From an optimization exercise on the open Yosys and OpenROAD flow, aimed at small area, a short achievable clock period and few clock cycles per item; shortcuts taken in it are not production practice.
Only simulation tests tie the RTL to the original design; equivalence was not proved.
Power figures rest on the tool's default switching activity, not on a simulated workload.

## pipelined
module pipelined(
    input  wire              clk,
    input  wire              rst,
    input  wire              in_valid,
    output wire              in_ready,
    input  wire signed [15:0] a,
    input  wire signed [15:0] b,
    input  wire signed [15:0] c,
    input  wire signed [15:0] d,
    input  wire signed [15:0] e,
    output reg               out_valid,
    input  wire              out_ready,
    output wire signed [31:0] y
);
Size in the first run: ~120 I/O pins, roughly 20000 um2 of cells after synthesis.
clock: 8.0 ns
lec_check: 0
abc_area: 1
cap_margin: 20
core_margin: 2
core_utilization: 40
setup_slack_margin: 4.2
slew_margin: 20
tns_end_percent: 30
standard.sh (not shown) runs the stock make flow with config.mk's settings and CLKGATE_MAP_FILE= SYNTH_SCRIPT=/design/flow/synth_recipe.tcl, a recipe that flattens the netlist after the stock synthesis.
==> flow/flow/run.sh <==
#!/bin/bash
# Standard ORFS layout, except that Yosys's "synth" runs with -noabc, so the quick
# ABC pass before full-adder extraction does not scramble the adder tree's polarity.
set -euo pipefail
sed 's/yosys synth -nofsm -noshare {\*}\$args/yosys synth -nofsm -noshare -noabc {*}$args/' synth_recipe.tcl > flow/noabc_synth.tcl
grep -q -- '-noabc' flow/noabc_synth.tcl
sed "s#SYNTH_SCRIPT=[^ ]*#SYNTH_SCRIPT=$PWD/flow/noabc_synth.tcl#" standard.sh > flow/standard_noabc.sh
grep -q noabc_synth flow/standard_noabc.sh
bash flow/standard_noabc.sh "BUFFER_PORTS_ARGS=-buffer_cell sky130_fd_sc_hd__buf_1" finish > standard.log 2>&1
==> flow/flow/noabc_synth.tcl <==
proc synth {args} { yosys synth -nofsm -noshare -noabc {*}$args }
source $::env(SCRIPTS_DIR)/synth.tcl
# left out here: clear keep_hierarchy, flatten, clean up, hide names made inside functions, write 1_2_yosys.v
==> flow/flow/standard_noabc.sh <==
#!/bin/bash
# The standard flow's own layout of this design, on the ORFS make targets given (by default finish). After
# finish it leaves the final layout's DEF at /design/flow/out/final.def.
set -euo pipefail
make -C /OpenROAD-flow-scripts/flow DESIGN_CONFIG=/design/flow/config.mk WORK_HOME=/design/flow/orfs CLKGATE_MAP_FILE= SYNTH_SCRIPT=/design/flow/flow/noabc_synth.tcl ABC_AREA=1 CAP_MARGIN=20 CORE_MARGIN=2 CORE_UTILIZATION=40 SETUP_SLACK_MARGIN=4.2 SLEW_MARGIN=20 TNS_END_PERCENT=30 "${@:-finish}"
if [[ -f /design/flow/orfs/results/sky130hd/pipelined/base/6_final.odb ]]; then
  : # left out here: write the final layout as DEF
fi
Testbench counts at the start, summed over its fixed seeds: cycles 32,024, items 32,000.
Change:
--- a/flow/flow/run.sh
+++ b/flow/flow/run.sh
@@ -2,2 +2,7 @@
-# Standard ORFS layout, except that Yosys's "synth" runs with -noabc, so the quick
-# ABC pass before full-adder extraction does not scramble the adder tree's polarity.
+# The standard ORFS layout with two changes:
+#  - Yosys's "synth" runs with -noabc. Otherwise the quick ABC pass before full-adder extraction
+#    changes the adder tree's polarity, and extract_fa then puts inverters between the fa cells.
+#    Registers, their names and their cell types stay as the standard synthesis makes them.
+#  - Port buffers are buf_1 rather than the default buffer cell. Every port still gets a buffer.
+# The tools' full output goes to standard.log in the work folder; ORFS also keeps per-step logs
+# under orfs/logs/.
Settings changed: TNS_END_PERCENT 30 to not set.
removed: flow/flow/noabc_synth.tcl
removed: flow/flow/standard_noabc.sh
What happened: Total power stays the same. Wire length does not change. Clock power barely changes. Maximum frequency stays the same. Hold slack stays the same. Synthesized area is unchanged. Die area does not change. Via count does not change. Non-clock buffer count stays the same. Cell area stays the same.
Change:
==> flow/flow/run.sh (replaced) <==
#!/bin/bash
# Standard ORFS layout, except that Yosys's "synth" runs with -noabc, so the quick
# ABC pass before full-adder extraction does not scramble the adder tree's polarity.
set -euo pipefail
sed 's/yosys synth -nofsm -noshare {\*}\$args/yosys synth -nofsm -noshare -noabc {*}$args/' synth_recipe.tcl > flow/noabc_synth.tcl
grep -q -- '-noabc' flow/noabc_synth.tcl
sed "s#SYNTH_SCRIPT=[^ ]*#SYNTH_SCRIPT=$PWD/flow/noabc_synth.tcl#" standard.sh > flow/standard_noabc.sh
grep -q noabc_synth flow/standard_noabc.sh
bash flow/standard_noabc.sh "BUFFER_PORTS_ARGS=-buffer_cell sky130_fd_sc_hd__buf_1" finish > standard.log 2>&1
==> flow/flow/noabc_synth.tcl (new file) <==
proc synth {args} { yosys synth -nofsm -noshare -noabc {*}$args }
source $::env(SCRIPTS_DIR)/synth.tcl
# left out here: clear keep_hierarchy, flatten, clean up, hide names made inside functions, write 1_2_yosys.v
==> flow/flow/standard_noabc.sh (new file) <==
#!/bin/bash
# The standard flow's own layout of this design, on the ORFS make targets given (by default finish). After
# finish it leaves the final layout's DEF at /design/flow/out/final.def.
set -euo pipefail
make -C /OpenROAD-flow-scripts/flow DESIGN_CONFIG=/design/flow/config.mk WORK_HOME=/design/flow/orfs CLKGATE_MAP_FILE= SYNTH_SCRIPT=/design/flow/flow/noabc_synth.tcl ABC_AREA=1 CAP_MARGIN=20 CORE_MARGIN=2 CORE_UTILIZATION=40 CTS_CLUSTER_DIAMETER=80 CTS_CLUSTER_SIZE=40 SETUP_SLACK_MARGIN=4.2 SLEW_MARGIN=20 "${@:-finish}"
if [[ -f /design/flow/orfs/results/sky130hd/pipelined/base/6_final.odb ]]; then
  : # left out here: write the final layout as DEF
fi
Settings changed: CTS_CLUSTER_DIAMETER set to 80, CTS_CLUSTER_SIZE set to 40.
The changed run ran to the end with no violations.
Register-to-register slack is about the same.
Setup slack barely changes.
Combinational power stays flat.
Wire length goes down slightly.
Clock-buffer cell count came out lower by 12.
Fmax is about the same.
Area after synthesis stays the same.
Hold slack gets better by 0.0047 ns.
Global-route usage barely changes.
Non-clock buffer count is unchanged.
Change:
==> flow/flow/standard_noabc.sh (replaced) <==
#!/bin/bash
# The standard flow's own layout of this design, on the ORFS make targets given (by default finish). After
# finish it leaves the final layout's DEF at /design/flow/out/final.def.
set -euo pipefail
make -C /OpenROAD-flow-scripts/flow DESIGN_CONFIG=/design/flow/config.mk WORK_HOME=/design/flow/orfs CLKGATE_MAP_FILE= SYNTH_SCRIPT=/design/flow/flow/noabc_synth.tcl ABC_AREA=0 CAP_MARGIN=20 CORE_MARGIN=2 CORE_UTILIZATION=40 SETUP_SLACK_MARGIN=4.2 SLEW_MARGIN=20 "${@:-finish}"
if [[ -f /design/flow/orfs/results/sky130hd/pipelined/base/6_final.odb ]]; then
  : # left out here: write the final layout as DEF
fi
Settings changed: ABC_AREA 1 to 0, CTS_CLUSTER_DIAMETER 80 to not set, CTS_CLUSTER_SIZE 40 to not set.
Design area is higher by about 0.5%.
Critical path depth is higher by 7.
Final cell count is lower by 7.7%.
First-iteration DRC count decreases by about 9%.
Global-route usage rises by 0.25 points.
Core utilization grows by 1.2 points.
Worst hold slack gains 0.0049 ns.
Synthesized cell count drops by about 10%.
Power went up by about 4.5%.
Die area drops by about 2%.
Combinational power climbs by about 3%.

-- separate check: timing with driven ports --
In the flow no input, the clock included, has a driving cell. The finished layouts below were timed again as built, in two steps.
Step 1 sets driving cells, clkbuf_16 on the clock port and buf_2 on the other inputs (assumed; they add their load-dependent delay and slew).
Step 2 adds t to the input delays and takes it off the output delays; t is the mean of the earliest and latest rising clock arrival at the registers after step 1. Input paths then give back, and output paths get back, about the clock's delay inside the block.
Slacks: no drivers / after step 1 / after step 2; pairs: no drivers / after step 1.
run | t, ns | slack for setup (ns) | hold slack, ns | worst setup path after step 2
the first run | 0.618 | 4.304 / 4.304 / 4.304 | 0.449 / 0.449 / 0.449 | register to register
the second run | 0.618 | 4.304 / 4.304 / 4.304 | 0.449 / 0.449 / 0.449 | register to register
the third run | 0.601 | 4.302 / 4.302 / 4.302 | 0.454 / 0.454 / 0.454 | register to register
the fourth run | 0.611 | 4.302 / 4.302 / 4.302 | 0.459 / 0.459 / 0.459 | register to register
After both steps setup and hold are still met in every run listed.
